Source: an optimization exercise on an open RTL-to-GDS flow (aim: small area). Production flows keep margins and buffers that such runs may drop.
The RTL was checked by simulation tests, not by an equivalence proof against the original design.
No activity file was given, so power comes from the tool's default toggle rates.

**flow/run.sh**
```bash
#!/bin/bash
# Layout flow: the standard ORFS flow (standard.sh) with three changes:
#  - synthesis maps logic with an area-oriented ABC script (flow/abc.script) in
#    place of ORFS's abc_speed.script; everything else in ORFS's scripts is unchanged
#  - no half/full adder extraction before ABC (ADDER_MAP_FILE empty)
#  - clock tree synthesis without dummy load cells, using clkbuf_8 buffers
#  - port buffers are inserted as buf_1
set -euo pipefail
rm -rf scripts_mod
cp -r "$FLOW_HOME/scripts" scripts_mod
cp flow/abc.script scripts_mod/abc_speed.script
export SCRIPTS_DIR="$PWD/scripts_mod"
export ADDER_MAP_FILE=
export CTS_ARGS="-sink_clustering_enable -repair_clock_nets -dont_use_dummy_load -buf_list sky130_fd_sc_hd__clkbuf_8 -sink_clustering_size 30 -sink_clustering_max_diameter 100"
export BUFFER_PORTS_ARGS="-buffer_cell sky130_fd_sc_hd__buf_1"
bash standard.sh > standard.log 2>&1
```
**flow/abc.script**
```
strash
dc2
balance; rewrite; refactor; balance; rewrite; rewrite -z; balance; refactor -z; rewrite -z; balance
dc2
balance; rewrite; refactor; balance; rewrite; rewrite -z; balance; refactor -z; rewrite -z; balance
&get -n
&dch -f
&nf -R 1000 -p
&put
topo
```
**standard.sh**
```bash
#!/bin/bash
# synth_recipe.tcl (not shown) runs the flow's synth.tcl, then flattens the netlist and writes it again
# the make line also repeats each setting of config.mk as NAME=value (left out here)
make -C /OpenROAD-flow-scripts/flow DESIGN_CONFIG=/design/flow/config.mk WORK_HOME=/design/flow/orfs CLKGATE_MAP_FILE= SYNTH_SCRIPT=/design/flow/synth_recipe.tcl "${@:-finish}"
```
**config.mk**
```make
export PLATFORM = sky130hd
export DESIGN_NAME = my_chip
export DESIGN_NICKNAME = my_chip
export VERILOG_FILES = /design/flow/design.v
export SDC_FILE = /design/flow/constraint.sdc
export NUM_CORES = 4
export LEC_CHECK = 0
export CAP_MARGIN = 20
export CORE_MARGIN = 2
export CORE_UTILIZATION = 40
export SLEW_MARGIN = 20
```
**constraint.sdc**
```tcl
create_clock -name core_clock -period 10.0 [get_ports {clock}]
set_input_delay 2.0000 -clock core_clock [delete_from_list [all_inputs] [get_ports {clock}]]
set_output_delay 2.0000 -clock core_clock [all_outputs]
set_load 0.01 [all_outputs]
```
**design.v**
```verilog
`default_nettype none
module debounce (
    input  logic clock,
    input  logic rst_pending,   
    input  logic btn,
    output logic press
);
  logic s1, s2;
  always_ff @(posedge clock) begin
    s1 <= btn;
    s2 <= s1;
  end
  localparam logic [7:0] Z = 8'hf0;
  localparam logic [7:0] K = 8'h10;
  logic [7:0] y, x, xn;
  logic fresh;
  assign x = y ^ Z;
  assign fresh = (x == 8'h7f);
  assign press = fresh & ~rst_pending;
  assign xn = {x[6:0], ~(x[7] ^ (x[0] & x[4])) | fresh};
  always_ff @(posedge clock) begin
    if (s2 & ~rst_pending) y <= xn ^ Z;
    else if (s2) y <= K;
    else y <= 8'h00;
  end
endmodule
module ChipInterface (
    input  logic clock,
    input  logic reset,
    input  logic [4:0] btn,
    output logic [5:0] led
);
  logic rst_pending;
  always_ff @(posedge clock or posedge reset) begin
    if (reset) rst_pending <= 1'b1;
    else rst_pending <= 1'b0;
  end
  logic confirm, clear, asel_p, e0, e1;
  debounce d0 (.clock(clock), .rst_pending(rst_pending), .btn(btn[0]), .press(confirm));
  debounce d1 (.clock(clock), .rst_pending(rst_pending), .btn(btn[1]), .press(clear));
  debounce d2 (.clock(clock), .rst_pending(rst_pending), .btn(btn[2]), .press(asel_p));
  debounce d3 (.clock(clock), .rst_pending(rst_pending), .btn(btn[3]), .press(e0));
  debounce d4 (.clock(clock), .rst_pending(rst_pending), .btn(btn[4]), .press(e1));
  typedef enum logic [2:0] {IDLE = 3'b000, TIMEOUT = 3'b001, INPUT = 3'b010, VERIFY = 3'b011,
                            PASS = 3'b100, FAIL = 3'b101, LOCK = 3'b110, ALGO = 3'b111} state_t;
  state_t st, st_n;
  logic [14:0] p, p_n;
  logic [5:0] s, s_n;
  logic p_end, p_zero, clr;
  always_ff @(posedge clock) begin
    p <= p_n;
    s <= s_n;
  end
  assign p_end = (p == 15'h77b9);
  assign p_zero = (p == 15'h0000);
  logic chg, chg_n;
  logic [1:0] wr, wr_n;
  logic [2:0] alg, alg_n;
  logic [5:0] otp;
  logic [11:0] ref_pw;
  logic [5:0] o;
  assign o = otp;
  always_comb begin
    case (alg)
      3'd0: begin
        ref_pw[0] = 1'b1;
        ref_pw[1] = (o[0]);
        ref_pw[2] = (o[1]);
        ref_pw[3] = (o[2]);
        ref_pw[4] = (o[3]);
        ref_pw[5] = (o[4]);
        ref_pw[6] = (o[5]);
        ref_pw[7] = 1'b0;
        ref_pw[8] = 1'b0;
        ref_pw[9] = 1'b0;
        ref_pw[10] = 1'b0;
        ref_pw[11] = 1'b0;
      end
      3'd1: begin
        ref_pw[0] = 1'b1;
        ref_pw[1] = 1'b1;
        ref_pw[2] = (o[0]);
        ref_pw[3] = (o[1]);
        ref_pw[4] = (o[2]);
        ref_pw[5] = (~o[3]);
        ref_pw[6] = (o[4]);
        ref_pw[7] = (~o[5]);
        ref_pw[8] = 1'b0;
        ref_pw[9] = 1'b0;
        ref_pw[10] = 1'b0;
        ref_pw[11] = 1'b0;
      end
      3'd2: begin
        ref_pw[0] = (o[0] & ~o[1]) | (~o[0] & o[1]);
        ref_pw[1] = (o[0] & ~o[2]) | (o[1] & ~o[2]) | (~o[0] & ~o[4] & o[5]);
        ref_pw[2] = (o[0] & o[3]) | (~o[0] & ~o[3]) | (~o[1] & ~o[5]);
        ref_pw[3] = (~o[3]) | (o[2] & o[5]) | (o[1] & o[4]);
        ref_pw[4] = (~o[4]) | (o[2] & o[5]) | (~o[0] & ~o[2]);
        ref_pw[5] = (~o[3] & o[5]) | (o[2] & o[3] & ~o[5]);
        ref_pw[6] = (o[3] & o[4]) | (o[4] & ~o[5]) | (o[1] & ~o[2] & ~o[3]);
        ref_pw[7] = (o[4] & o[5]) | (o[3] & o[5]);
        ref_pw[8] = 1'b0;
        ref_pw[9] = 1'b0;
        ref_pw[10] = 1'b0;
        ref_pw[11] = 1'b0;
      end
      3'd3: begin
        ref_pw[0] = (~o[0]);
        ref_pw[1] = (~o[1]);
        ref_pw[2] = (o[0] & o[2]) | (~o[0] & ~o[2]);
        ref_pw[3] = (o[0] & o[3]) | (o[1] & o[3]) | (o[0] & ~o[5]) | (~o[2] & ~o[3] & o[4]);
        ref_pw[4] = (~o[0] & o[1]) | (~o[3] & ~o[4]) | (o[0] & o[2] & o[5]) | (o[1] & o[4]);
        ref_pw[5] = (~o[0] & o[5]) | (o[1] & o[3] & ~o[4]) | (~o[1] & o[2] & o[4]) | (~o[0] & o[1] & o[3]);
        ref_pw[6] = (~o[3] & ~o[4]) | (o[0] & o[3] & o[4]) | (o[2] & ~o[3] & o[5]) | (o[1] & ~o[2] & o[4]);
        ref_pw[7] = (o[1] & o[2]) | (o[2] & ~o[3]) | (~o[1] & ~o[2] & o[3]) | (o[3] & o[4] & o[5]);
        ref_pw[8] = (~o[4]) | (~o[5]) | (~o[2] & ~o[3]);
        ref_pw[9] = 1'b1;
        ref_pw[10] = 1'b1;
        ref_pw[11] = 1'b1;
      end
      3'd4: begin
        ref_pw[0] = (o[0]);
        ref_pw[1] = 1'b0;
        ref_pw[2] = (~o[0] & o[1]);
        ref_pw[3] = (o[0] & o[3]) | (~o[2] & ~o[4]) | (~o[1] & o[2] & ~o[3]);
        ref_pw[4] = (o[0] & o[2] & ~o[3]) | (~o[2] & o[3] & o[5]) | (~o[0] & o[3] & o[5]);
        ref_pw[5] = (~o[3] & o[4]) | (o[0] & o[2] & ~o[4]) | (~o[0] & o[1] & o[4]) | (~o[2] & o[3] & ~o[4]);
        ref_pw[6] = (o[0] & ~o[1]) | (~o[0] & o[1] & o[2]) | (~o[3] & o[5]) | (~o[1] & ~o[2]);
        ref_pw[7] = (~o[1] & o[2] & o[5]) | (~o[0] & o[1] & ~o[5]) | (o[3] & o[4] & o[5]) | (~o[2] & ~o[3] & ~o[4]);
        ref_pw[8] = (o[3] & o[5]) | (~o[0] & ~o[3]) | (o[0] & o[3]) | (~o[2] & ~o[3] & o[4]);
        ref_pw[9] = (o[2] & o[5]) | (o[3] & o[4] & ~o[5]) | (~o[2] & o[3] & ~o[4]);
        ref_pw[10] = (o[3] & o[5]) | (~o[2] & ~o[4]);
        ref_pw[11] = (o[4] & o[5]);
      end
      3'd5: begin
        ref_pw[0] = (~o[0]);
        ref_pw[1] = (o[0] & o[1]) | (~o[0] & ~o[1]);
        ref_pw[2] = (o[0] & ~o[2]) | (o[1] & ~o[2]) | (~o[0] & ~o[4] & o[5]);
        ref_pw[3] = (o[0] & o[3]) | (~o[0] & ~o[3]) | (~o[1] & ~o[5]);
        ref_pw[4] = (~o[3]) | (o[2] & o[5]) | (o[1] & o[4]);
        ref_pw[5] = (~o[4]) | (o[2] & o[5]) | (~o[0] & ~o[2]);
        ref_pw[6] = (o[3] & o[5]) | (~o[0] & o[4] & ~o[5]) | (~o[3] & ~o[5]);
        ref_pw[7] = (o[2] & o[5]) | (o[3] & ~o[4]) | (~o[1] & o[5]) | (~o[4] & ~o[5]);
        ref_pw[8] = (~o[5]) | (~o[3] & ~o[4]);
        ref_pw[9] = 1'b1;
        ref_pw[10] = 1'b0;
        ref_pw[11] = 1'b0;
      end
      3'd6: begin
        ref_pw[0] = (o[3]);
        ref_pw[1] = (~o[4]);
        ref_pw[2] = (o[4] & ~o[5]) | (~o[4] & o[5]);
        ref_pw[3] = (~o[0] & ~o[5]) | (o[0] & o[4] & o[5]) | (~o[0] & ~o[1]);
        ref_pw[4] = (o[0] & o[1]) | (~o[0] & ~o[1]) | (~o[0] & o[5]);
        ref_pw[5] = (o[0] & ~o[2]) | (o[1] & ~o[2]) | (~o[0] & ~o[4] & o[5]);
        ref_pw[6] = (~o[2]) | (~o[0] & ~o[1]);
        ref_pw[7] = (o[2] & o[4]) | (o[2] & ~o[5]) | (o[0] & o[2]);
        ref_pw[8] = 1'b1;
        ref_pw[9] = 1'b0;
        ref_pw[10] = 1'b1;
        ref_pw[11] = 1'b0;
      end
      3'd7: begin
        ref_pw[0] = (o[0]);
        ref_pw[1] = (o[1]);
        ref_pw[2] = (o[2]);
        ref_pw[3] = (o[0] & ~o[3]) | (~o[0] & o[3]);
        ref_pw[4] = (o[0] & ~o[3]) | (~o[1] & ~o[2]) | (~o[4] & ~o[5]) | (o[0] & o[2] & o[5]) | (o[3] & o[4] & o[5]);
        ref_pw[5] = (~o[3] & ~o[4]) | (~o[0] & o[1] & o[3]) | (~o[2] & ~o[3]) | (~o[0] & o[1] & o[5]);
        ref_pw[6] = (~o[0] & ~o[5]) | (o[2] & ~o[3] & o[4]);
        ref_pw[7] = (o[2] & o[5]) | (~o[0] & o[4]) | (~o[1] & ~o[2]) | (~o[2] & o[3] & ~o[4]);
        ref_pw[8] = (o[0] & ~o[1]) | (~o[4] & o[5]) | (o[2] & o[5]);
        ref_pw[9] = (o[3] & o[4] & o[5]);
        ref_pw[10] = 1'b0;
        ref_pw[11] = 1'b0;
      end
    endcase
  end
  logic end6, endl, tmo, any_entry;
  assign end6 = s[2] & s[1] & p_zero;            
  assign tmo = ~rst_pending & s[5] & s[4] & s[3] & s[1] & s[0] & p_end;   
  always_comb begin
    case (wr)
      2'd1: endl = (s[3:0] == 4'hF) & p_zero;     
      2'd2: endl = (s[4:1] == 4'hF) & p_zero;     
      default: endl = (s[5:2] == 4'hF) & p_zero;  
    endcase
  end
  assign any_entry = asel_p | e0 | e1;
  always_comb begin
    st_n = st;
    chg_n = 1'b0;
    clr = 1'b0;
    wr_n = wr;
    alg_n = alg;
    case (st)
      IDLE: begin
        if (tmo) begin st_n = TIMEOUT; chg_n = 1'b1; clr = 1'b1; end
        else if (any_entry) begin st_n = INPUT; clr = 1'b1; end
      end
      TIMEOUT: st_n = IDLE;
      INPUT: begin
        clr = 1'b1;
        if (confirm) st_n = VERIFY;
      end
      VERIFY: begin
        clr = 1'b1;
        if (p[11:0] == ref_pw) st_n = PASS;
        else begin st_n = FAIL; wr_n = wr + 2'd1; end
      end
      PASS: if (end6) begin
        clr = 1'b1;
        if (s[5]) st_n = ALGO;
        else begin st_n = IDLE; chg_n = 1'b1; end
      end
      ALGO: begin
        clr = 1'b1;
        if (confirm) begin st_n = IDLE; chg_n = 1'b1; end
        else if (clear) alg_n = 3'd0;
        else if (e0) alg_n = {alg[1:0], 1'b0};
        else if (e1) alg_n = {alg[1:0], 1'b1};
      end
      FAIL: if (end6) begin st_n = LOCK; chg_n = 1'b1; clr = 1'b1; end
      LOCK: if (endl) begin st_n = IDLE; chg_n = 1'b1; clr = 1'b1; end
    endcase
  end
  always_comb begin
    if (rst_pending) s_n = 6'd0;
    else if (st == IDLE && !tmo && any_entry) s_n = {asel_p, 5'd0};
    else if (st == INPUT || st == VERIFY) s_n = {s[5], 5'd0};
    else if (clr) s_n = 6'd0;
    else if (p_end) s_n = s + 6'd1;
    else s_n = s;
    if (rst_pending) begin
      p_n = 15'h0001;   
    end else if (st == INPUT) begin
      if (confirm) p_n = p;
      else if (clear) p_n = 15'h0000;
      else if (e0) p_n = {p[13:0], 1'b0};
      else if (e1) p_n = {p[13:0], 1'b1};
      else p_n = p;
    end else if (st == IDLE && !tmo && any_entry) begin
      p_n = {14'b0, ~asel_p & ~e0};
    end else if (clr | p_end) begin
      p_n = 15'h0000;
    end else begin
      p_n = {p[13:0], ~(p[14] ^ p[13])};
    end
  end
  always_ff @(posedge clock or posedge reset) begin
    if (reset) begin
      st <= IDLE;
      chg <= 1'b0;
      wr <= 2'd0;
      alg <= 3'd0;
      otp <= 6'b101101;
    end else begin
      st <= st_n;
      chg <= chg_n;
      wr <= wr_n;
      alg <= alg_n;
      if (chg) otp <= {otp[4:0], otp[5] ^ otp[3]};
    end
  end
  always_ff @(posedge clock or posedge reset) begin
    if (reset) led <= 6'b0;
    else case (st)
      PASS: led <= 6'b111111;
      ALGO: led <= {3'b0, alg};
      FAIL: led <= s[0] ? 6'b000000 : 6'b111111;
      LOCK: led <= 6'b101010;
      default: led <= otp;
    endcase
  end
endmodule
`default_nettype none
module my_chip (
    input  logic [11:0] io_in,
    output logic [11:0] io_out,
    input  logic clock,
    input  logic reset
);
  logic [5:0] led;
  ChipInterface chipInterface_inst (
      .clock(clock),
      .reset(reset),
      .btn(io_in[4:0]),
      .led(led)
  );
  assign io_out = {6'b0, led};
endmodule
```
==> flow_summary.yaml, run 1 <==
synth:
  yosysTopAreaCell: "dfxtp_1"
  synth.distinct_cells: 52
  synth-simple-area-share: 0.246
  synth-xor-area-share: 0.0384
  synth_top_cell_area_share: 0.328
  synth_adder_area_share: 0
  netlist_area_sq_um: 4340
  ys_top_cells_by_area: "dfxtp_1 (33%), dfrtp_1 (9.8%), nor2_1 (4.9%)"
  ys.flop_type: "dfxtp_1"
  synth-seq-cells: 93
  synth_top_family_by_area: "simple AND/OR/NAND/NOR gates"
  synth_edf_count: 0
  ys_warn_count: 2
  async_reset_ff_frac: 0.237
  synth_compound_area_frac: 0.231
  netlist_top_cells_count: "dfxtp_1 (71), nor2_1 (57), nand2_1 (52)"
  yosys-mux-area-fraction: 0.00260
  synth.most_common_cell: "dfxtp_1"
  syn_inst: 506
  avgSynthCellArea_sq_um: 8.57
  ys_seq_area_frac: 0.456
cts:
  cts_tree: "yes"
  cts_root_buffer: "clkbuf_8"
  post_cts_buffers: 0
  cts-hold-fix-buffers: 0
  ctsResizeCount: 0
  cts_buffers: 9
  clk_latency_ns: 0.35
  cts.sinks: 93
  cts.clk_slew.worst_paths_ns: 0.08
  clock_path_buffers: 2
  ctsHtreeMaxLevel: 3
flow_run:
  cap_violations: 0
setup_path:
  endpoint_kind: "register"
  crit_path_end: "chipInterface_inst.st[0]"
  r2r_start: "chipInterface_inst.alg[0]"
  r2r_slack_ns: 6.03
  critPathKind: "register to register"
  worstSetupStartpoint: "chipInterface_inst.alg[0]"
  worstPathArrival_ns: 4.20
  rr_worst_depth: 11
  regToRegEndpoint: "chipInterface_inst.st[0]"
  crit_fanout: 14
  startpoint_type: "register"
  worstPathRequired_ns: 10.23
floorplanning:
  rows: 38
  core_area_sq_um: 10700
  ios: 26
  start_util: 0.405
  die_x_um: 108
  dieArea_sq_um: 11700
  dieHeight_um: 108
sta:
  timing.hold.ws_ns: 0.332
  maxSlewViolCount: 0
  max_freq_ghz: 0.252
  setup_viol: 0
  tightest_slew_ns: 1.01
  post-route-period-util: 0.397
  rsz0062_at_grt: "no"
  setup_tns_ns: 0
  finalClockSkew_ns: 0.0204
  relSlewSlack: 0.326
  fin_crit_ns: 3.97
  final-hold-violation-count: 0
finish:
  antenna_cells: 0
  fin_util: 0.436
  fin_area_sq_um: 4670
  area_growth_pct: 7.59
  final_cells: 668
  drive_gt1_frac: 0.0284
  final_net_count: 544
placed_design:
  gp_congestion: 1.01
  placed_cells: 659
  io_buffer_count: 12
  dp_hpwl_um: 7200
  placed_area_sq_um: 4540
detailed_routing:
  vias_per_cell: 5.80
  wire_per_inst_um: 15.3
  ant_nets: 0
  wirelength_um: 10200
  drc: 0
  num_vias: 3877
  initialDrtViolationCount: 275
  firstDrtPassIters: 5
global_route:
  grt_use_total: 0.191
  antenna_found_initial: 0
  grt_pass1_vias: 3600
  grt_pass1_wl_um: 17800
  grt_overflow: 0
  grt_start_max_net_pins: 28
pwr:
  p_leak_nw: 1.67
  peakVddDrop_mv: 0.167
  power_density_nw_per_um2: 244
run_status:
  run_status: "timing/DRC/antenna clean"
hold_path:
  hp-class: "register to register"
## layout by cell type (no fill, tap or decap), types with 9 or more instances in the layout
cell type / netlist / routed
a32oi_1: 15 / 15
nor2b_1: 11 / 11
nor2_1: 57 / 57
nand2_1: 52 / 52
a31oi_1: 9 / 9
o21ai_0: 41 / 41
a21oi_1: 31 / 31
nor3_1: 13 / 13
buf_1: 0 / 12
dfxtp_1: 71 / 71
dfrtp_1: 17 / 17
xnor2_1: 14 / 14
nand3_1: 16 / 16
clkinv_1: 17 / 17
and2_0: 31 / 31
a21boi_0: 11 / 11
clkbuf_8: 0 / 9
## worst min path at each step
stage                                  start                        to  slack (ns)  cells after the start
finish              chipInterface_inst.d4.s1  chipInterface_inst.d4.s2        0.33                      0
global route        chipInterface_inst.d2.s1  chipInterface_inst.d2.s2        0.34                      0
CTS                 chipInterface_inst.d4.s1  chipInterface_inst.d4.s2        0.33                      0
detailed placement  chipInterface_inst.d0.s1  chipInterface_inst.d0.s2        0.31                      0
global placement    chipInterface_inst.d0.s1  chipInterface_inst.d0.s2        0.31                      0
floorplan           chipInterface_inst.d0.s1  chipInterface_inst.d0.s2        0.31                      0
## state kept, by name (all words and copies together) (netlist names), 2 cells and up
signal and count:
chipInterface_inst.d3.y 8, chipInterface_inst.s 6, chipInterface_inst.d1.y 8, chipInterface_inst.st 3
chipInterface_inst.alg 3, chipInterface_inst.led 6, chipInterface_inst.otp 6, chipInterface_inst.wr 2
chipInterface_inst.d0.y 8, chipInterface_inst.p 15, chipInterface_inst.d4.y 8, chipInterface_inst.d2.y 8
## logic make-up after synthesis
logic type / count (synthesis)
other: 1
DFF: 93
and+or+nand+nor: 216
buffers and inverters: 23
muxes: 1
xor gates and xnor gates: 19
AOI/OAI and AO/OA: 153
## routing by layer
metal | vias up | part of all wire | GRT usage
met4 | 0 | 0.021 | 0.0852
met2 | 172 | 0.46 | 0.288
li1 | 1892 | - | -
met1 | 1794 | 0.45 | 0.259
met5 | - | 0 | 0
met3 | 19 | 0.072 | 0.0458
## report_power, final
group	leakage (nW)	switching, mW	internal (mW)	total, mW
Sequential	0.840	0.115	0.429	0.545
Combinational	0.762	0.259	0.148	0.406
Clock	0.0647	0.106	0.0807	0.187
## through the flow
step                power, mW  setup slack [ns]
floorplan               0.822              6.75
global placement        0.945              6.16
detailed placement      0.946              6.16
CTS                      1.14              6.15
global route             1.23              5.73
finish                   1.14              6.03
## worst max-delay path, cell delays in order, from the launching register on
cell and delay (ns):
dfrtp_1 0.67, clkinv_1 0.26, nand3b_1 0.49, o21ai_0 0.17, a2111oi_0 0.59, o21ai_0 0.30
xor2_1 0.20, a21oi_1 0.13, o2111ai_1 0.11, o21ai_0 0.55, nand2_1 0.10, a32o_1 0.28
## final cells by class
| type | instances | area [sq um] |
|---|---|---|
| fill | 1097 | 6030 |
| sequential | 93 | 1980 |
| tap | 140 | 175 |
| multi-input combinational | 396 | 2270 |
| clock buffer | 9 | 124 |
| timing repair buffer | 13 | 52.6 |
| inverter | 17 | 63.8 |
==> run 2, diff against run 1 <==
--- a/design.v
+++ b/design.v
@@ -11,17 +11,18 @@
     s2 <= s1;
   end
   localparam logic [7:0] Z = 8'hf0;
-  localparam logic [7:0] K = 8'h10;
+  localparam logic [7:0] C = 8'haa;
+  localparam logic [7:0] SZ = 8'he0;   
   logic [7:0] y, x, xn;
   logic fresh;
-  assign x = y ^ Z;
+  assign x = y ^ C;
   assign fresh = (x == 8'h7f);
   assign press = fresh & ~rst_pending;
   assign xn = {x[6:0], ~(x[7] ^ (x[0] & x[4])) | fresh};
   always_ff @(posedge clock) begin
-    if (s2 & ~rst_pending) y <= xn ^ Z;
-    else if (s2) y <= K;
-    else y <= 8'h00;
+    if (s2 & ~rst_pending) y <= xn ^ C;
+    else if (s2) y <= SZ ^ C;
+    else y <= Z ^ C;
   end
 endmodule
 module ChipInterface (
--- a/flow/run.sh
+++ b/flow/run.sh
@@ -1,10 +1,12 @@
 #!/bin/bash
-# Layout flow: the standard ORFS flow (standard.sh) with three changes:
-#  - synthesis maps logic with an area-oriented ABC script (flow/abc.script) in
-#    place of ORFS's abc_speed.script; everything else in ORFS's scripts is unchanged
+# Layout flow: the standard ORFS flow (standard.sh) with these changes:
+#  - synthesis maps logic with an area-oriented ABC script (flow/abc.script,
+#    which includes a time-limited &deepsyn) in place of ORFS's abc_speed.script;
+#    everything else in ORFS's scripts is unchanged
 #  - no half/full adder extraction before ABC (ADDER_MAP_FILE empty)
 #  - clock tree synthesis without dummy load cells, using clkbuf_8 buffers
 #  - port buffers are inserted as buf_1
+# Each tool's output is in standard.log and in ORFS's logs under orfs/logs.
 set -euo pipefail
 rm -rf scripts_mod
 cp -r "$FLOW_HOME/scripts" scripts_mod
==> flow/abc.script (replaced) <==
strash
dc2
balance; rewrite; refactor; balance; rewrite; rewrite -z; balance; refactor -z; rewrite -z; balance
&get -n
&deepsyn -T 200
&dch -f
&nf -R 1000 -p
&put
topo
--- a/config.mk
+++ b/config.mk
@@ -7,5 +7,6 @@
 export LEC_CHECK = 0
 export CAP_MARGIN = 20
 export CORE_MARGIN = 2
-export CORE_UTILIZATION = 40
+export CORE_UTILIZATION = 70
+export PLACE_DENSITY = 0.8
 export SLEW_MARGIN = 20
==> flow_summary.yaml, run 2 <==
synth:
  synth.most_common_cell: "nand2_1"
  synth.distinct_cells: 46
  synth_top_cell_area_share: 0.342
  syn_inst: 492
  ys_seq_area_frac: 0.475
  ys.flop_type: "dfxtp_1"
  synth-seq-cells: 93
  async_reset_ff_frac: 0.237
  yosysTopAreaCell: "dfxtp_1"
  ys_warn_count: 2
  netlist_top_cells_count: "nand2_1 (79), dfxtp_1 (71), nor2_1 (63)"
  ys_top_cells_by_area: "dfxtp_1 (34%), dfrtp_1 (10%), nand2_1 (7.1%)"
  netlist_area_sq_um: 4160
  avgSynthCellArea_sq_um: 8.46
  synth_edf_count: 0
global_route:
  grt_overflow: 0
  grt_use_total: 0.312
  grt_pass1_wl_um: 15800
  antenna_found_initial: 0
  grt_pass1_vias: 3490
  grt_start_max_net_pins: 24
detailed_routing:
  vias_per_cell: 6.46
  wire_per_inst_um: 16.2
  num_vias: 3814
  ant_nets: 0
  drc: 0
  initialDrtViolationCount: 386
  firstDrtPassIters: 8
  wirelength_um: 9570
floorplanning:
  ios: 26
  core_area_sq_um: 5820
  die_x_um: 81.1
  start_util: 0.716
  dieHeight_um: 81.1
  rows: 28
  dieArea_sq_um: 6580
sta:
  max_freq_ghz: 0.255
  setup_viol: 0
  final-hold-violation-count: 0
  fin_crit_ns: 3.92
  finalClockSkew_ns: 0.0239
  tightest_slew_ns: 0.793
  rsz0062_at_grt: "no"
  relSlewSlack: 0.468
  timing.hold.ws_ns: 0.335
  maxSlewViolCount: 0
  post-route-period-util: 0.392
  setup_tns_ns: 0
finish:
  antenna_cells: 0
  layout.area.seq_sq_um: 1980
  drive_gt1_frac: 0.0311
  fill_cells: 417
  fin_area_sq_um: 4420
  largest_register: "chipInterface_inst.p"
  final_net_count: 531
  multi_input_area_sq_um: 2120
  layout_commonest_cell: "nand2_1"
  largest_register_ffs: 15
  final_cell_mix: "nand2_1 (79), dfxtp_1 (71), nor2_1 (63)"
  fin_util: 0.759
  area_growth_pct: 6.13
hold_path:
  hp-start: "chipInterface_inst.d1.s1"
  hp-class: "register to register"
cts:
  cts.sinks: 93
  cts-hold-fix-buffers: 0
  cts_tree: "yes"
  ctsHtreeMaxLevel: 3
  ctsResizeCount: 0
  cts_root_buffer: "clkbuf_8"
  cts.clk_slew.worst_paths_ns: 0.09
  cts_buffers: 9
  post_cts_buffers: 0
  clock_path_buffers: 2
  clk_latency_ns: 0.34
pwr:
  peakVddDrop_mv: 0.170
  power_uw: 924
  p_leak_nw: 1.56
  power_density_nw_per_um2: 209
setup_path:
  r2r_start: "chipInterface_inst.alg[0]"
  startpoint_type: "register"
  regToRegEndpoint: "chipInterface_inst.st[0]"
  endpoint_kind: "register"
  crit_path_end: "chipInterface_inst.st[0]"
  crit_fanout: 23
  worstPathRequired_ns: 10.24
  worstPathArrival_ns: 4.16
  rr_worst_depth: 13
  worstSetupStartpoint: "chipInterface_inst.alg[0]"
  critPathKind: "register to register"
  r2r_slack_ns: 6.08
placed_design:
  io_buffer_count: 12
  dp_hpwl_um: 6750
  placed_area_sq_um: 4290
  gp_congestion: 1.02
run_status:
  run_status: "timing/DRC/antenna clean"
flow_run:
  cap_violations: 0
-- run 2: report_power, final --
group,switching (mW),total [mW],internal [mW]
clock network,0.107,0.188,0.0808
registers,0.0841,0.501,0.417
logic,0.140,0.235,0.0950
-- run 2: worst max-delay path: stages, from the launching register on --
cell and delay, ns:
dfrtp_1 0.83, clkinv_1 0.39, nor2_1 0.33, nand2_1 0.17
o21ai_0 0.17, nor3_1 0.08, a2111oi_0 0.50, xnor2_1 0.12
nor4_1 0.34, nand4_1 0.13, nor3_1 0.27, nor3_1 0.15
nor4_1 0.26, nor2_1 0.07
-- run 2: area by class of cell --
cell class	instances	share of cell area
multi-input combinational	387	0.479
tap	75	0.0212
sequential	93	0.448
inverter	12	0.0102
clock buffer	9	0.0280
timing repair buffer	14	0.0136
-- run 2: logic make-up (layout without fill, tap and decap cells) --
kind of cell	count (synthesis)	after routing	share of synthesized area
DFF	93	93	0.475
buffers and inverters	18	35	0.0216
xor gates and xnor gates	16	16	0.0337
and+or+nand+nor	216	216	0.236
AOI/OAI and AO/OA	148	148	0.233
other	1	7	0.000901
-- run 2: worst min-delay path by stage --
stage / end / slack [ns] / depth (start not counted)
floorplan: chipInterface_inst.d0.s2 / 0.31 / 0
global placement: chipInterface_inst.d0.s2 / 0.31 / 0
detailed placement: chipInterface_inst.d1.s2 / 0.31 / 0
CTS: chipInterface_inst.d1.s2 / 0.34 / 0
global route: chipInterface_inst.d0.s2 / 0.35 / 0
finish: chipInterface_inst.d1.s2 / 0.34 / 0
-- run 2: metrics by stage --
step                      std cells  setup slack, ns
after floorplan                 498             7.13
after global placement          581             6.10
final                           590             6.08
after global routing            590             5.62
after detailed placement        581             6.18
after CTS                       590             6.18
-- run 2: per-layer routing --
metal  GRT usage  vias to the layer above  part of all wire
li1            -                     1834                 -
met1       0.390                     1757              0.42
met2       0.510                      185              0.48
met3      0.0922                       38             0.074
met4       0.120                        0             0.032
met5           0                        -                 0
==> run 3, diff against run 2 <==
--- a/config.mk
+++ b/config.mk
@@ -7,6 +7,5 @@
 export LEC_CHECK = 0
 export CAP_MARGIN = 20
 export CORE_MARGIN = 2
-export CORE_UTILIZATION = 70
-export PLACE_DENSITY = 0.8
+export CORE_UTILIZATION = 40
 export SLEW_MARGIN = 20
==> flow_summary.yaml, run 3 <==
synth:
  synth_top_cell_area_share: 0.342
  synth_edf_count: 0
  netlist_top_cells_count: "nand2_1 (79), dfxtp_1 (71), nor2_1 (63)"
  ys_top_cells_by_area: "dfxtp_1 (34%), dfrtp_1 (10%), nand2_1 (7.1%)"
  ys_seq_area_frac: 0.475
  avgSynthCellArea_sq_um: 8.46
  ys_warn_count: 2
  syn_inst: 492
  synth.most_common_cell: "nand2_1"
  synth-seq-cells: 93
  yosysTopAreaCell: "dfxtp_1"
  ys.flop_type: "dfxtp_1"
  async_reset_ff_frac: 0.237
  synth.distinct_cells: 46
  netlist_area_sq_um: 4160
setup_path:
  slowest_delay_ns: 0.76
  rr_worst_depth: 13
  r2r_slack_ns: 5.93
  crit_path_end: "chipInterface_inst.st[0]"
  startpoint_type: "register"
  endpoint_kind: "register"
  cpMaxStageDelayCell: "dfrtp_1"
  worstPathRequired_ns: 10.23
  critical-path-top-cell-by-count: "nor3_1"
  r2r_start: "chipInterface_inst.alg[2]"
  cp_num_buf_inv: 1
  critPathKind: "register to register"
  worstSetupStartpoint: "chipInterface_inst.alg[2]"
  regToRegEndpoint: "chipInterface_inst.st[0]"
  cp.depth: 13
  cpLargestDelayFamily: "simple AND/OR/NAND/NOR gates"
  worstPathArrival_ns: 4.31
  path_cells: "clkinv_1 > nand2_1 > a21oi_1 > a221oi_1 > nor3_1 > a2111oi_0 > xnor2_1 > nor4_1 > nand4_1 > nor3_1 > nor3_1 > nor4_1 > nor2_1"
  crit_fanout: 19
finish:
  drive_gt1_frac: 0.0311
  final_net_count: 531
  largest_register_ffs: 15
  layout.area.seq_sq_um: 1980
  antenna_cells: 0
  area_growth_pct: 7.97
  layout_commonest_cell: "nand2_1"
  largest_register: "chipInterface_inst.p"
  fill_cells: 1035
  multi_input_area_sq_um: 2120
  final_cells: 651
  fin_area_sq_um: 4490
  final_cell_mix: "nand2_1 (79), dfxtp_1 (71), nor2_1 (63)"
pwr:
  peakVddDrop_mv: 0.127
  power_density_nw_per_um2: 206
  combPwrFrac: 0.254
  internal-power_uw: 592
  p_leak_nw: 1.56
  power.share.clock: 0.203
  p_sw_uw: 333
  switching_share: 0.360
  power_frac_seq: 0.543
detailed_routing:
  firstDrtPassIters: 5
  num_vias: 3759
  ant_nets: 0
  wire_per_inst_um: 15.3
  drc: 0
  wirelength_um: 9990
  initialDrtViolationCount: 246
  vias_per_cell: 5.77
placed_design:
  placed_cells: 642
  gp_congestion: 0.927
  dp_hpwl_um: 7160
  placed_area_sq_um: 4370
  io_buffer_count: 12
sta:
  final-hold-violation-count: 0
  fin_crit_ns: 4.07
  post-route-period-util: 0.407
  rsz0062_at_grt: "no"
  max_freq_ghz: 0.246
  setup_viol: 0
  maxSlewViolCount: 0
  finalClockSkew_ns: 0.0209
  tightest_slew_ns: 0.759
  timing.hold.ws_ns: 0.330
  relSlewSlack: 0.491
  setup_tns_ns: 0
floorplanning:
  ios: 26
  rows: 37
  dieHeight_um: 106
  dieArea_sq_um: 11200
  core_area_sq_um: 10200
  die_x_um: 106
  start_util: 0.407
cts:
  cts_tree: "yes"
  cts_buffers: 9
  ctsHtreeMaxLevel: 3
  cts.sinks: 93
  clock_path_buffers: 2
  ctsResizeCount: 0
  cts_root_buffer: "clkbuf_8"
  clk_latency_ns: 0.36
  cts.clk_slew.worst_paths_ns: 0.08
  post_cts_buffers: 0
  cts-hold-fix-buffers: 0
global_route:
  antenna_found_initial: 0
  grt_pass1_wl_um: 17100
  grt_use_total: 0.189
  grt_pass1_vias: 3620
  grt_overflow: 0
  grt_start_max_net_pins: 24
hold_path:
  hp-class: "register to register"
run_status:
  run_status: "timing/DRC/antenna clean"
flow_run:
  cap_violations: 0
## run 3: cells by family after synthesis
family / Yosys count / synth area share
xor+xnor: 16 / 0.0337
simple gates: 216 / 0.236
compound gates: 148 / 0.233
buf+inv: 18 / 0.0216
other cells: 1 / 0.000901
flops: 93 / 0.475
## run 3: worst register-to-register path: cells and delay by family (launching register included)
| kind | cells | cell delay [ns] |
|---|---|---|
| compound gates | 3 | 0.92 |
| xor+xnor | 1 | 0.13 |
| buf+inv | 1 | 0.46 |
| flops | 1 | 0.76 |
| simple gates | 8 | 1.70 |
## run 3: layout make-up
type / instances / area share
multi-input cells: 387 / 0.471
flip-flops and latches: 93 / 0.440
well taps: 136 / 0.0379
clock buffers: 9 / 0.0276
repair buffers: 14 / 0.0134
inverters: 12 / 0.0100
## run 3: layer usage
metal  vias up  part of all wire  track usage  wire [um]
met1      1745              0.44        0.240       4410
met5         -                 0            0          0
met2       147              0.46        0.297       4580
met4         0             0.038        0.117        380
met3        32             0.062       0.0349        620
li1       1835                 -            -          -
## run 3: worst min-delay path by stage
| stage | depth (start not counted) | start | endpoint | slack (ns) |
|---|---|---|---|---|
| floorplan | 0 | chipInterface_inst.d0.s1 | chipInterface_inst.d0.s2 | 0.31 |
| global placement | 0 | chipInterface_inst.d4.s1 | chipInterface_inst.d4.s2 | 0.31 |
| detailed placement | 0 | chipInterface_inst.d1.s1 | chipInterface_inst.d1.s2 | 0.31 |
| CTS | 0 | chipInterface_inst.d1.s1 | chipInterface_inst.d1.s2 | 0.33 |
| global route | 0 | chipInterface_inst.d1.s1 | chipInterface_inst.d1.s2 | 0.34 |
| finish | 0 | chipInterface_inst.d4.s1 | chipInterface_inst.d4.s2 | 0.33 |
## run 3: power groups by stage
stage	Combinational [mW]	Clock, mW	Sequential [mW]
CTS	0.234	0.197	0.500
global route	0.264	0.211	0.512
floorplan	0.172	0	0.487
detailed placement	0.233	0	0.508
global placement	0.235	0	0.510
finish	0.235	0.188	0.503
## run 3: through the flow
| stage | power (mW) | util | setup WS [ns] |
|---|---|---|---|
| final | 0.926 | 0.439 | 5.93 |
| after CTS | 0.931 | 0.439 | 5.98 |
| after global routing | 0.987 | 0.439 | 5.62 |
| after global placement | 0.744 | 0.427 | 5.93 |
| after floorplan | 0.659 | - | 7.13 |
| after detailed placement | 0.740 | 0.427 | 5.99 |
==> run 4, diff against run 3 <==
--- a/design.v
+++ b/design.v
@@ -53,7 +53,7 @@
     s <= s_n;
   end
   assign p_end = (p == 15'h77b9);
-  assign p_zero = (p == 15'h0000);
+  always_ff @(posedge clock) p_zero <= p_end;   
   logic chg, chg_n;
   logic [1:0] wr, wr_n;
   logic [2:0] alg, alg_n;
--- a/flow/run.sh
+++ b/flow/run.sh
@@ -6,6 +6,7 @@
 #  - no half/full adder extraction before ABC (ADDER_MAP_FILE empty)
 #  - clock tree synthesis without dummy load cells, using clkbuf_8 buffers
 #  - port buffers are inserted as buf_1
+#  - one tie cell drives all constant outputs (SKIP_REPAIR_TIE_FANOUT)
 # Each tool's output is in standard.log and in ORFS's logs under orfs/logs.
 set -euo pipefail
 rm -rf scripts_mod
@@ -14,5 +15,6 @@
 export SCRIPTS_DIR="$PWD/scripts_mod"
 export ADDER_MAP_FILE=
 export CTS_ARGS="-sink_clustering_enable -repair_clock_nets -dont_use_dummy_load -buf_list sky130_fd_sc_hd__clkbuf_8 -sink_clustering_size 30 -sink_clustering_max_diameter 100"
+export SKIP_REPAIR_TIE_FANOUT=1
 export BUFFER_PORTS_ARGS="-buffer_cell sky130_fd_sc_hd__buf_1"
 bash standard.sh > standard.log 2>&1
==> flow_summary.yaml, run 4 <==
sta:
  worst_slack_ns: 6.02
  fin_crit_ns: 3.98
  setup_viol: 0
  rsz0062_at_grt: "no"
  relSlewSlack: 0.367
  setup_tns_ns: 0
  final-hold-violation-count: 0
  post-route-period-util: 0.398
  finalClockSkew_ns: 0.0215
  max_freq_ghz: 0.252
  timing.hold.ws_ns: 0.329
  maxSlewViolCount: 0
  tightest_slew_ns: 0.947
cts:
  cts_tree: "yes"
  post_cts_buffers: 0
  clk_latency_ns: 0.35
  cts.sinks: 94
  ctsResizeCount: 0
  cts_root_buffer: "clkbuf_8"
  ctsHtreeMaxLevel: 3
  cts.clk_slew.worst_paths_ns: 0.08
  clock_path_buffers: 2
  cts-hold-fix-buffers: 0
  cts_buffers: 9
setup_path:
  worstPathArrival_ns: 4.19
  critPathKind: "register to register"
  crit_fanout: 19
  worstPathRequired_ns: 10.21
  startpoint_type: "register"
  endpoint_kind: "register"
pwr:
  p_leak_nw: 1.57
  power_density_nw_per_um2: 137
  power_uw: 612
  peakVddDrop_mv: 0.104
detailed_routing:
  num_vias: 3620
  vias_per_cell: 5.73
  firstDrtPassIters: 6
  ant_nets: 0
  wire_per_inst_um: 15.2
  initialDrtViolationCount: 184
  drc: 0
  wirelength_um: 9600
synth:
  ys_top_cells_by_area: "dfxtp_1 (35%), dfrtp_1 (10%), nand2_1 (5.9%)"
  synth_adder_area_share: 0
  netlist_area_sq_um: 4170
  synth_compound_area_frac: 0.206
  synth_top_family_by_area: "simple AND/OR/NAND/NOR gates"
  yosys-mux-area-fraction: 0.00270
  synth-seq-cells: 94
  yosysTopAreaCell: "dfxtp_1"
  synth_top_cell_area_share: 0.346
  avgSynthCellArea_sq_um: 8.69
  ys_seq_area_frac: 0.479
  synth-simple-area-share: 0.259
  synth.distinct_cells: 51
  synth_edf_count: 0
  syn_inst: 480
  ys_warn_count: 2
  async_reset_ff_frac: 0.234
  netlist_top_cells_count: "dfxtp_1 (72), nand2_1 (65), nor2_1 (53)"
  ys.flop_type: "dfxtp_1"
  synth.most_common_cell: "dfxtp_1"
  synth-xor-area-share: 0.0357
floorplanning:
  die_x_um: 106
  core_area_sq_um: 10200
  rows: 37
  start_util: 0.408
  dieHeight_um: 106
  dieArea_sq_um: 11300
  ios: 26
placed_design:
  io_buffer_count: 12
  placed_area_sq_um: 4350
  pre_cts_slack_ns: 6.08
  placed_cells: 623
  dp_hpwl_um: 6590
  gp_congestion: 0.961
global_route:
  grt_util_met2: 0.260
  antenna_found_initial: 0
  grt_overflow: 0
  grt_use_total: 0.177
  use_met3: 0.0423
  grt_pass1_vias: 3313
  grt_start_max_net_pins: 27
  top_usage_layer: "met2"
  grt_use_met1: 0.245
  grt_pass1_wl_um: 16000
finish:
  fin_util: 0.437
  fin_area_sq_um: 4470
  multi_input_area_sq_um: 2100
  layout_commonest_cell: "dfxtp_1"
  final_cells: 632
  antenna_cells: 0
  drive_gt1_frac: 0.0302
  layout.area.seq_sq_um: 2000
  fill_cells: 1025
  largest_register: "chipInterface_inst.p"
  area_growth_pct: 7.23
  final_cell_mix: "dfxtp_1 (72), nand2_1 (65), nor2_1 (53)"
  largest_register_ffs: 15
  final_net_count: 512
run_status:
  run_status: "timing/DRC/antenna clean"
hold_path:
  hp-class: "register to register"
flow_run:
  cap_violations: 0
==> run 4: changes by cell type in the layout (fill, tap and decap cells not counted), sizes merged, moves of 6 or more <==
cell,delta
nand2,-14
nor2,-10
nand3,+8
nand2b,+7
o21ai,-7
clkinv,-6
conb,-6
nand4,+6
==> run 4: worst paths after layout <==
path	from	end	slack, ns	cells after the start
worst min-delay path	chipInterface_inst.d1.s1	chipInterface_inst.d1.s2	0.33	0
max in group asynchronous	reset	chipInterface_inst.alg[1]	7.95	2
worst max register to register	chipInterface_inst.otp[2]	chipInterface_inst.st[0]	6.02	12
worst max-delay path	chipInterface_inst.otp[2]	chipInterface_inst.st[0]	6.02	12
min in group asynchronous	reset	chipInterface_inst.wr[0]	1.66	2
worst min register to register	chipInterface_inst.d1.s1	chipInterface_inst.d1.s2	0.33	0
==> run 4: kinds of logic after synthesis <==
logic type | after synthesis
simple gates | 223
compound gates | 132
flops | 94
xor+xnor | 17
buf+inv | 12
mux | 1
other cells | 1
==> run 4: final cells by class <==
cell class,instances,area share
Timing Repair Buffer,13,0.0118
Tap cell,136,0.0381
Sequential cell,94,0.447
Multi-Input combinational cell,374,0.471
Clock buffer,9,0.0277
Inverter,6,0.00504
==> run 4: report_power, final <==
part	internal [mW]	switching [mW]	total, mW
Combinational	0.0108	0.0180	0.0288
Clock	0.0807	0.108	0.189
Sequential	0.384	0.0107	0.394
==> run 4: critical path: stages (launching register included) <==
cell,delay (ns)
dfstp_2,0.76
clkinv_1,0.40
a21oi_1,0.47
nand3_1,0.13
a32oi_1,0.24
a21oi_1,0.07
nor4_1,0.43
o2111ai_1,0.16
o21ai_0,0.13
xor2_1,0.10
nor4_1,0.39
nor3_1,0.17
or3_1,0.41
==> run 4: routing by layer <==
layer	routed length, um	part of all wire
met5	0	0
met4	238	0.025
met3	611	0.064
met2	4220	0.44
met1	4520	0.47
==> run 5, diff against run 4 <==
--- a/design.v
+++ b/design.v
@@ -93,13 +93,13 @@
       end
       3'd2: begin
         ref_pw[0] = (o[0] & ~o[1]) | (~o[0] & o[1]);
-        ref_pw[1] = (o[0] & ~o[2]) | (o[1] & ~o[2]) | (~o[0] & ~o[4] & o[5]);
-        ref_pw[2] = (o[0] & o[3]) | (~o[0] & ~o[3]) | (~o[1] & ~o[5]);
-        ref_pw[3] = (~o[3]) | (o[2] & o[5]) | (o[1] & o[4]);
-        ref_pw[4] = (~o[4]) | (o[2] & o[5]) | (~o[0] & ~o[2]);
-        ref_pw[5] = (~o[3] & o[5]) | (o[2] & o[3] & ~o[5]);
-        ref_pw[6] = (o[3] & o[4]) | (o[4] & ~o[5]) | (o[1] & ~o[2] & ~o[3]);
-        ref_pw[7] = (o[4] & o[5]) | (o[3] & o[5]);
+        ref_pw[1] = (o[1] & ~o[2]) | (~o[2] & o[5]) | (~o[0] & o[3] & o[5]);
+        ref_pw[2] = (~o[1] & ~o[5]) | (~o[0] & ~o[3]) | (o[0] & o[3]);
+        ref_pw[3] = (~o[3]) | (o[1] & o[4]) | (o[2] & o[5]);
+        ref_pw[4] = (~o[4]) | (~o[0] & o[3]) | (o[2] & o[5]);
+        ref_pw[5] = (o[3] & ~o[4] & ~o[5]) | (o[0] & o[4] & ~o[5]) | (~o[3] & o[5]);
+        ref_pw[6] = (o[4] & ~o[5]) | (o[3] & o[4]) | (~o[3] & ~o[4] & o[5]);
+        ref_pw[7] = (o[3] & o[5]) | (o[4] & o[5]);
         ref_pw[8] = 1'b0;
         ref_pw[9] = 1'b0;
         ref_pw[10] = 1'b0;
@@ -108,13 +108,13 @@
       3'd3: begin
         ref_pw[0] = (~o[0]);
         ref_pw[1] = (~o[1]);
-        ref_pw[2] = (o[0] & o[2]) | (~o[0] & ~o[2]);
-        ref_pw[3] = (o[0] & o[3]) | (o[1] & o[3]) | (o[0] & ~o[5]) | (~o[2] & ~o[3] & o[4]);
-        ref_pw[4] = (~o[0] & o[1]) | (~o[3] & ~o[4]) | (o[0] & o[2] & o[5]) | (o[1] & o[4]);
-        ref_pw[5] = (~o[0] & o[5]) | (o[1] & o[3] & ~o[4]) | (~o[1] & o[2] & o[4]) | (~o[0] & o[1] & o[3]);
-        ref_pw[6] = (~o[3] & ~o[4]) | (o[0] & o[3] & o[4]) | (o[2] & ~o[3] & o[5]) | (o[1] & ~o[2] & o[4]);
-        ref_pw[7] = (o[1] & o[2]) | (o[2] & ~o[3]) | (~o[1] & ~o[2] & o[3]) | (o[3] & o[4] & o[5]);
-        ref_pw[8] = (~o[4]) | (~o[5]) | (~o[2] & ~o[3]);
+        ref_pw[2] = (o[0] & o[2]) | (~o[0] & o[3] & o[4]);
+        ref_pw[3] = (o[0] & ~o[5]) | (o[0] & o[3]) | (o[1] & o[3]) | (~o[2] & o[4] & o[5]);
+        ref_pw[4] = (o[1] & ~o[3]) | (o[1] & o[2]) | (o[1] & o[4]) | (o[0] & o[2] & o[5]);
+        ref_pw[5] = (o[1] & o[3] & ~o[4]) | (~o[0] & o[1] & o[3]) | (o[0] & o[2] & o[4]) | (~o[0] & o[5]);
+        ref_pw[6] = (~o[3] & ~o[4]) | (o[0] & ~o[5]) | (o[1] & o[3] & o[4]) | (o[2] & o[4] & o[5]);
+        ref_pw[7] = (o[2] & ~o[3]) | (o[1] & o[2]) | (~o[0] & ~o[1] & o[4]) | (o[3] & o[4] & o[5]);
+        ref_pw[8] = (~o[5]) | (~o[4]) | (~o[1] & ~o[2]);
         ref_pw[9] = 1'b1;
         ref_pw[10] = 1'b1;
         ref_pw[11] = 1'b1;
@@ -123,25 +123,25 @@
         ref_pw[0] = (o[0]);
         ref_pw[1] = 1'b0;
         ref_pw[2] = (~o[0] & o[1]);
-        ref_pw[3] = (o[0] & o[3]) | (~o[2] & ~o[4]) | (~o[1] & o[2] & ~o[3]);
-        ref_pw[4] = (o[0] & o[2] & ~o[3]) | (~o[2] & o[3] & o[5]) | (~o[0] & o[3] & o[5]);
-        ref_pw[5] = (~o[3] & o[4]) | (o[0] & o[2] & ~o[4]) | (~o[0] & o[1] & o[4]) | (~o[2] & o[3] & ~o[4]);
-        ref_pw[6] = (o[0] & ~o[1]) | (~o[0] & o[1] & o[2]) | (~o[3] & o[5]) | (~o[1] & ~o[2]);
-        ref_pw[7] = (~o[1] & o[2] & o[5]) | (~o[0] & o[1] & ~o[5]) | (o[3] & o[4] & o[5]) | (~o[2] & ~o[3] & ~o[4]);
-        ref_pw[8] = (o[3] & o[5]) | (~o[0] & ~o[3]) | (o[0] & o[3]) | (~o[2] & ~o[3] & o[4]);
-        ref_pw[9] = (o[2] & o[5]) | (o[3] & o[4] & ~o[5]) | (~o[2] & o[3] & ~o[4]);
-        ref_pw[10] = (o[3] & o[5]) | (~o[2] & ~o[4]);
+        ref_pw[3] = (~o[2] & ~o[4]) | (o[0] & o[3]) | (o[0] & o[2] & o[5]);
+        ref_pw[4] = (o[0] & o[2] & ~o[3]) | (~o[0] & o[3] & o[5]) | (o[1] & o[3] & o[5]);
+        ref_pw[5] = (o[2] & ~o[3]) | (o[0] & o[3] & ~o[4]) | (~o[3] & o[4]) | (~o[0] & o[1] & o[4]);
+        ref_pw[6] = (~o[2] & ~o[3]) | (~o[1] & ~o[2]) | (o[0] & ~o[1]) | (~o[0] & o[1] & o[2]) | (o[0] & o[3] & ~o[5]) | (~o[1] & o[4]) | (o[2] & o[4]);
+        ref_pw[7] = (~o[0] & o[1] & ~o[5]) | (~o[3] & ~o[4] & o[5]) | (~o[1] & o[2] & o[5]) | (o[3] & o[4] & o[5]);
+        ref_pw[8] = (~o[0] & ~o[3]) | (o[0] & o[3]) | (o[3] & o[5]) | (~o[2] & o[4] & o[5]);
+        ref_pw[9] = (~o[0] & ~o[2]) | (~o[1] & o[2]) | (~o[0] & o[5]) | (o[3] & ~o[4] & o[5]);
+        ref_pw[10] = (~o[4] & o[5]) | (o[3] & o[5]);
         ref_pw[11] = (o[4] & o[5]);
       end
       3'd5: begin
         ref_pw[0] = (~o[0]);
-        ref_pw[1] = (o[0] & o[1]) | (~o[0] & ~o[1]);
-        ref_pw[2] = (o[0] & ~o[2]) | (o[1] & ~o[2]) | (~o[0] & ~o[4] & o[5]);
-        ref_pw[3] = (o[0] & o[3]) | (~o[0] & ~o[3]) | (~o[1] & ~o[5]);
-        ref_pw[4] = (~o[3]) | (o[2] & o[5]) | (o[1] & o[4]);
-        ref_pw[5] = (~o[4]) | (o[2] & o[5]) | (~o[0] & ~o[2]);
-        ref_pw[6] = (o[3] & o[5]) | (~o[0] & o[4] & ~o[5]) | (~o[3] & ~o[5]);
-        ref_pw[7] = (o[2] & o[5]) | (o[3] & ~o[4]) | (~o[1] & o[5]) | (~o[4] & ~o[5]);
+        ref_pw[1] = (~o[0] & ~o[1]) | (o[0] & o[1]);
+        ref_pw[2] = (o[1] & ~o[2]) | (~o[2] & o[5]) | (~o[0] & o[3] & o[5]);
+        ref_pw[3] = (~o[1] & ~o[5]) | (~o[0] & ~o[3]) | (o[0] & o[3]);
+        ref_pw[4] = (~o[3]) | (o[1] & o[4]) | (o[2] & o[5]);
+        ref_pw[5] = (~o[4]) | (~o[0] & o[3]) | (o[2] & o[5]);
+        ref_pw[6] = (~o[3] & ~o[5]) | (~o[0] & o[4] & ~o[5]) | (o[3] & o[5]);
+        ref_pw[7] = (o[2] & ~o[4]) | (o[3] & ~o[4]) | (~o[1] & o[5]) | (o[2] & o[5]);
         ref_pw[8] = (~o[5]) | (~o[3] & ~o[4]);
         ref_pw[9] = 1'b1;
         ref_pw[10] = 1'b0;
@@ -151,11 +151,11 @@
         ref_pw[0] = (o[3]);
         ref_pw[1] = (~o[4]);
         ref_pw[2] = (o[4] & ~o[5]) | (~o[4] & o[5]);
-        ref_pw[3] = (~o[0] & ~o[5]) | (o[0] & o[4] & o[5]) | (~o[0] & ~o[1]);
-        ref_pw[4] = (o[0] & o[1]) | (~o[0] & ~o[1]) | (~o[0] & o[5]);
-        ref_pw[5] = (o[0] & ~o[2]) | (o[1] & ~o[2]) | (~o[0] & ~o[4] & o[5]);
+        ref_pw[3] = (~o[0] & ~o[5]) | (~o[1] & ~o[3]) | (~o[0] & o[3]) | (~o[2] & o[4]);
+        ref_pw[4] = (~o[0] & ~o[1]) | (o[0] & o[1]) | (o[1] & o[5]);
+        ref_pw[5] = (o[1] & ~o[2]) | (~o[2] & o[5]) | (~o[0] & o[3] & o[5]);
         ref_pw[6] = (~o[2]) | (~o[0] & ~o[1]);
-        ref_pw[7] = (o[2] & o[4]) | (o[2] & ~o[5]) | (o[0] & o[2]);
+        ref_pw[7] = (o[0] & o[2]) | (o[1] & o[2]) | (o[2] & o[4]);
         ref_pw[8] = 1'b1;
         ref_pw[9] = 1'b0;
         ref_pw[10] = 1'b1;
@@ -166,12 +166,12 @@
         ref_pw[1] = (o[1]);
         ref_pw[2] = (o[2]);
         ref_pw[3] = (o[0] & ~o[3]) | (~o[0] & o[3]);
-        ref_pw[4] = (o[0] & ~o[3]) | (~o[1] & ~o[2]) | (~o[4] & ~o[5]) | (o[0] & o[2] & o[5]) | (o[3] & o[4] & o[5]);
-        ref_pw[5] = (~o[3] & ~o[4]) | (~o[0] & o[1] & o[3]) | (~o[2] & ~o[3]) | (~o[0] & o[1] & o[5]);
-        ref_pw[6] = (~o[0] & ~o[5]) | (o[2] & ~o[3] & o[4]);
-        ref_pw[7] = (o[2] & o[5]) | (~o[0] & o[4]) | (~o[1] & ~o[2]) | (~o[2] & o[3] & ~o[4]);
-        ref_pw[8] = (o[0] & ~o[1]) | (~o[4] & o[5]) | (o[2] & o[5]);
-        ref_pw[9] = (o[3] & o[4] & o[5]);
+        ref_pw[4] = (~o[4] & ~o[5]) | (~o[1] & ~o[2]) | (o[0] & ~o[3]) | (o[0] & o[2] & o[5]) | (o[3] & o[4] & o[5]);
+        ref_pw[5] = (~o[4] & ~o[5]) | (~o[2] & ~o[3]) | (~o[0] & o[1] & o[3]) | (~o[0] & o[4] & o[5]);
+        ref_pw[6] = (~o[0] & o[1]) | (~o[0] & o[4]) | (o[2] & o[4] & o[5]);
+        ref_pw[7] = (~o[1] & ~o[2]) | (o[0] & o[3] & ~o[4]) | (~o[0] & o[4]) | (o[2] & o[5]);
+        ref_pw[8] = (~o[1] & o[2]) | (~o[4] & o[5]) | (~o[3] & o[5]) | (o[2] & o[5]);
+        ref_pw[9] = (o[0] & o[1] & o[4]);
         ref_pw[10] = 1'b0;
         ref_pw[11] = 1'b0;
       end
==> flow_summary.yaml, run 5 <==
synth:
  synth_top_cell_area_share: 0.344
  async_reset_ff_frac: 0.234
  ys.flop_type: "dfxtp_1"
  synth.most_common_cell: "dfxtp_1"
  ys_seq_area_frac: 0.477
  ys_warn_count: 2
  netlist_area_sq_um: 4190
  yosysTopAreaCell: "dfxtp_1"
  synth.distinct_cells: 53
  synth-seq-cells: 94
  ys_top_cells_by_area: "dfxtp_1 (34%), dfrtp_1 (10%), nand2_1 (6.2%)"
  avgSynthCellArea_sq_um: 8.57
  syn_inst: 489
  netlist_top_cells_count: "dfxtp_1 (72), nand2_1 (69), nor2_1 (60)"
  synth_edf_count: 0
global_route:
  grt_pass1_vias: 3509
  grt_start_max_net_pins: 34
  use_met3: 0.0368
  top_usage_layer: "met2"
  grt_pass1_wl_um: 16900
  grt_use_met1: 0.243
  grt_use_total: 0.186
  grt_util_met2: 0.301
  grt_overflow: 0
  antenna_found_initial: 0
sta:
  timing.hold.ws_ns: 0.335
  maxSlewViolCount: 0
  final-hold-violation-count: 0
  rsz0062_at_grt: "no"
  worst_slack_ns: 6.23
  tightest_slew_ns: 1.02
  max_freq_ghz: 0.266
  setup_tns_ns: 0
  relSlewSlack: 0.321
  setup_viol: 0
  fin_crit_ns: 3.77
  finalClockSkew_ns: 0.0318
  post-route-period-util: 0.377
setup_path:
  startpoint_type: "register"
  worstPathArrival_ns: 4.03
  worstPathRequired_ns: 10.27
  crit_fanout: 17
  critPathKind: "register to register"
  endpoint_kind: "register"
detailed_routing:
  firstDrtPassIters: 5
  wirelength_um: 10200
  ant_nets: 0
  vias_per_cell: 5.79
  drc: 0
  wire_per_inst_um: 15.8
  initialDrtViolationCount: 245
  num_vias: 3721
floorplanning:
  die_x_um: 106
  start_util: 0.410
  dieArea_sq_um: 11300
  core_area_sq_um: 10200
  rows: 37
  ios: 26
  dieHeight_um: 106
finish:
  drive_gt1_frac: 0.0355
  final_cells: 643
  layout_commonest_cell: "dfxtp_1"
  final_cell_mix: "dfxtp_1 (72), nand2_1 (69), nor2_1 (60)"
  area_growth_pct: 7.91
  largest_register_ffs: 15
  fin_area_sq_um: 4520
  largest_register: "chipInterface_inst.p"
  fin_util: 0.442
  final_net_count: 523
  antenna_cells: 0
placed_design:
  pre_cts_slack_ns: 6.33
  gp_congestion: 0.932
  dp_hpwl_um: 7110
  placed_cells: 633
  io_buffer_count: 12
  placed_area_sq_um: 4380
cts:
  clock_path_buffers: 2
  clk_latency_ns: 0.35
  post_cts_buffers: 0
  cts.clk_slew.worst_paths_ns: 0.10
  cts.sinks: 94
  cts_buffers: 9
  ctsHtreeMaxLevel: 3
  cts-hold-fix-buffers: 0
  cts_tree: "yes"
  ctsResizeCount: 0
  cts_root_buffer: "clkbuf_8"
flow_run:
  cap_violations: 0
hold_path:
  hp-class: "register to register"
run_status:
  run_status: "timing/DRC/antenna clean"
pwr:
  p_leak_nw: 1.57
  power_mw: 1.03
  peakVddDrop_mv: 0.120
  power_density_nw_per_um2: 229
==> run 5: layout make-up <==
type / count / area (sq um)
fillers: 1045 / 5710
multi-input cells: 376 / 2110
well taps: 136 / 170
repair buffers: 15 / 67.6
inverters: 13 / 48.8
clock buffers: 9 / 124
flip-flops and latches: 94 / 2000
==> run 5: final timing paths <==
check / start / endpoint / slack, ns / depth (start not counted)
max: chipInterface_inst.otp[3] / chipInterface_inst.wr[1] / 6.23 / 13
min: chipInterface_inst.d2.s1 / chipInterface_inst.d2.s2 / 0.33 / 0
max reg2reg: chipInterface_inst.otp[3] / chipInterface_inst.wr[1] / 6.23 / 13
min reg2reg: chipInterface_inst.d2.s1 / chipInterface_inst.d2.s2 / 0.33 / 0
max in group asynchronous: reset / chipInterface_inst.otp[2] / 7.94 / 2
min in group asynchronous: reset / chipInterface_inst.led[3] / 1.67 / 2
==> run 5: cells by family after synthesis <==
group                     Yosys count  synth area share
other                               1          0.000895
DFF                                94             0.477
AOI/OAI and AO/OA                 148             0.232
muxes                               1           0.00239
and+or+nand+nor                   209             0.230
xor gates and xnor gates           17            0.0355
buffers and inverters              19            0.0224
==> run 5: critical path: stages (launching register included) <==
cell       delay, ns
dfstp_2         0.77
clkinv_1        0.37
nor2_1          0.27
nand2_1         0.07
o21ai_0         0.21
o2bb2ai_1       0.17
or3_1           0.32
a31oi_1         0.30
xnor2_1         0.10
a2111oi_0       0.42
nand4_1         0.21
nand4_1         0.22
nand2b_1        0.15
xnor2_1         0.11
==> run 5: power breakdown <==
| group | switching (mW) | internal (mW) | leakage (nW) |
|---|---|---|---|
| Combinational | 0.196 | 0.121 | 0.660 |
| Clock | 0.110 | 0.0808 | 0.0647 |
| Sequential | 0.0982 | 0.428 | 0.848 |
| Total | 0.404 | 0.630 | 1.57 |
==> run 5: per-layer routing <==
metal  vias up  part of all wire
met2       129              0.46
met5         -                 0
met3        27             0.051
met4         0             0.025
li1       1822                 -
met1      1743              0.46
==> run 6, diff against run 5 <==
--- a/design.v
+++ b/design.v
@@ -225,28 +225,18 @@
       LOCK: if (endl) begin st_n = IDLE; chg_n = 1'b1; clr = 1'b1; end
     endcase
   end
-  always_comb begin
-    if (rst_pending) s_n = 6'd0;
-    else if (st == IDLE && !tmo && any_entry) s_n = {asel_p, 5'd0};
-    else if (st == INPUT || st == VERIFY) s_n = {s[5], 5'd0};
-    else if (clr) s_n = 6'd0;
-    else if (p_end) s_n = s + 6'd1;
-    else s_n = s;
-    if (rst_pending) begin
-      p_n = 15'h0001;   
-    end else if (st == INPUT) begin
-      if (confirm) p_n = p;
-      else if (clear) p_n = 15'h0000;
-      else if (e0) p_n = {p[13:0], 1'b0};
-      else if (e1) p_n = {p[13:0], 1'b1};
-      else p_n = p;
-    end else if (st == IDLE && !tmo && any_entry) begin
-      p_n = {14'b0, ~asel_p & ~e0};
-    end else if (clr | p_end) begin
-      p_n = 15'h0000;
-    end else begin
-      p_n = {p[13:0], ~(p[14] ^ p[13])};
-    end
+  logic t_load, t_shin, t_hold, t_cnt;
+  assign t_load = (st == IDLE) & ~tmo & any_entry;               
+  assign t_shin = (st == INPUT) & ~confirm & ~clear & (e0 | e1);   
+  assign t_hold = (st == INPUT) & (confirm | ~(clear | e0 | e1));
+  assign t_cnt = ~rst_pending & ~clr & ~p_end;                    
+  always_comb begin
+    s_n[4:0] = (~rst_pending & ~clr) ? s[4:0] + {4'd0, p_end} : 5'd0;
+    s_n[5] = (~rst_pending & ~clr) ? s[5] ^ (p_end & (&s[4:0]))
+             : (t_load & asel_p) | (~rst_pending & (st == INPUT || st == VERIFY) & s[5]);
+    p_n[14:1] = ({14{t_shin | t_cnt}} & p[13:0]) | ({14{t_hold}} & p[14:1]);
+    p_n[0] = (t_shin & ~e0) | (t_cnt & ~(p[14] ^ p[13])) | (t_hold & p[0]) | rst_pending
+             | (t_load & ~asel_p & ~e0);
   end
   always_ff @(posedge clock or posedge reset) begin
     if (reset) begin
==> flow_summary.yaml, run 6 <==
finish:
  fin_area_sq_um: 4520
  layout_commonest_cell: "nand2_1"
  fin_util: 0.439
  largest_register_ffs: 15
  fill_cells: 1054
  drive_gt1_frac: 0.0298
  largest_register: "chipInterface_inst.p"
  area_growth_pct: 7.16
floorplanning:
  rows: 37
  die_x_um: 107
  core_area_sq_um: 10300
  ios: 26
  start_util: 0.410
sta:
  setup_viol: 0
  max_freq_ghz: 0.266
  final-hold-violation-count: 0
  setup_tns_ns: 0
  finalClockSkew_ns: 0.0233
  maxSlewViolCount: 0
  relSlewSlack: 0.361
  tightest_slew_ns: 0.959
cts:
  clock_path_buffers: 2
  cts-hold-fix-buffers: 0
  cts.clk_slew.worst_paths_ns: 0.08
  cts_tree: "yes"
  cts.sinks: 94
  clk_latency_ns: 0.35
  post_cts_buffers: 0
  ctsResizeCount: 0
  cts_buffers: 9
  cts_root_buffer: "clkbuf_8"
synth:
  ys_seq_area_frac: 0.474
  synth_compound_area_frac: 0.227
  yosysTopAreaCell: "dfxtp_1"
  synth-seq-cells: 94
  synth.distinct_cells: 50
  synth_adder_area_share: 0
  netlist_area_sq_um: 4210
  synth-simple-area-share: 0.230
  synth.most_common_cell: "nand2_1"
  netlist_top_cells_count: "nand2_1 (74), dfxtp_1 (72), nor2_1 (49)"
  synth_top_cell_area_share: 0.342
  ys_warn_count: 2
  async_reset_ff_frac: 0.234
  synth_edf_count: 0
detailed_routing:
  firstDrtPassIters: 7
  vias_per_cell: 5.73
  drc: 0
  initialDrtViolationCount: 206
  num_vias: 3663
  ant_nets: 0
pwr:
  peakVddDrop_mv: 0.128
  p_leak_nw: 1.56
  power_density_nw_per_um2: 229
setup_path:
  startpoint_type: "register"
  crit_fanout: 22
  r2r_slack_ns: 6.25
  worstPathArrival_ns: 3.99
  critPathKind: "register to register"
  worstPathRequired_ns: 10.24
global_route:
  antenna_found_initial: 0
  grt_pass1_wl_um: 16500
  grt_start_max_net_pins: 32
placed_design:
  gp_congestion: 0.899
  dp_hpwl_um: 6720
  placed_area_sq_um: 4390
  io_buffer_count: 12
run_status:
  run_status: "timing/DRC/antenna clean"
hold_path:
  hp-class: "register to register"
flow_run:
  cap_violations: 0
==> run 6: cell count changes after synthesis, sizes merged, moves of 4 or more <==
cell    previous run  this run
nor2b             13        17
nand4              7         3
mux2               0         4
nand2             69        74
o22ai              9         5
nor2              60        49
a21oi             32        36
and3               1         5
clkinv            13         8
==> run 6: worst max-delay path, cell delays in order (launching register included) <==
cell	delay [ns]
dfrtp_1	0.79
clkinv_1	0.50
nor2_1	0.43
o21ai_0	0.19
a31oi_1	0.18
a31oi_1	0.05
nand3_1	0.12
o21ai_0	0.13
xor2_1	0.18
a2111oi_0	0.43
a21oi_1	0.23
or3_1	0.41
==> run 6: stage by stage <==
| stage | hold WS, ns | power (mW) | cells | worst slack (ns) |
|---|---|---|---|---|
| final | 0.331 | 1.03 | 639 | 6.25 |
| after global routing | 0.337 | 1.11 | 639 | 5.96 |
| after CTS | 0.334 | 1.03 | 639 | 6.29 |
| after detailed placement | 0.313 | 0.841 | 630 | 6.35 |
| after global placement | 0.310 | 0.840 | 630 | 6.31 |
| after floorplan | 0.310 | 0.742 | 487 | 7.09 |
==> run 6: path summary, 6_finish.rpt <==
| kind | from | endpoint | cells after the start |
|---|---|---|---|
| setup / recovery | chipInterface_inst.alg[1] | chipInterface_inst.st[0] | 11 |
| hold / removal | chipInterface_inst.d2.s1 | chipInterface_inst.d2.s2 | 0 |
| setup reg to reg | chipInterface_inst.alg[1] | chipInterface_inst.st[0] | 11 |
| hold reg to reg | chipInterface_inst.d2.s1 | chipInterface_inst.d2.s2 | 0 |
| max in group asynchronous | reset | chipInterface_inst.alg[0] | 2 |
| min in group asynchronous | reset | chipInterface_inst.led[1] | 2 |
==> run 6: logic make-up (layout without fill, tap and decap cells) <==
kind of cell / after synthesis / after routing
other cells: 1 / 1
simple gates: 206 / 206
buf+inv: 14 / 30
xor+xnor: 19 / 19
flops: 94 / 94
mux: 4 / 4
compound gates: 149 / 149
==> run 6: area by class of cell <==
| class | count | area, sq um | share of cell area |
|---|---|---|---|
| multi-input cells | 379 | 2140 | 0.474 |
| flip-flops and latches | 94 | 2000 | 0.443 |
| well taps | 136 | 170 | 0.0377 |
| clock buffers | 9 | 124 | 0.0274 |
| repair buffers | 13 | 52.6 | 0.0116 |
| inverters | 8 | 30.0 | 0.00665 |
==> run 6: routing by layer <==
metal	up-vias	part of all wire	GRT usage
li1	1812	-	-
met1	1707	0.45	0.240
met2	125	0.46	0.282
met3	19	0.060	0.0383
met4	0	0.029	0.0974
met5	-	0	0
==> run 6: power by group <==
| part | switching [mW] | total, mW | internal (mW) |
|---|---|---|---|
| logic | 0.165 | 0.286 | 0.121 |
| clock network | 0.111 | 0.192 | 0.0808 |
| registers | 0.128 | 0.555 | 0.427 |

Check on run 6: ideal ports give 6.246 ns setup slack; a clkbuf_16 on the clock port and buf_2 on the inputs give 6.246 ns; moving port delays by the midpoint clock arrival (0.376 ns) as well gives 6.246 ns.
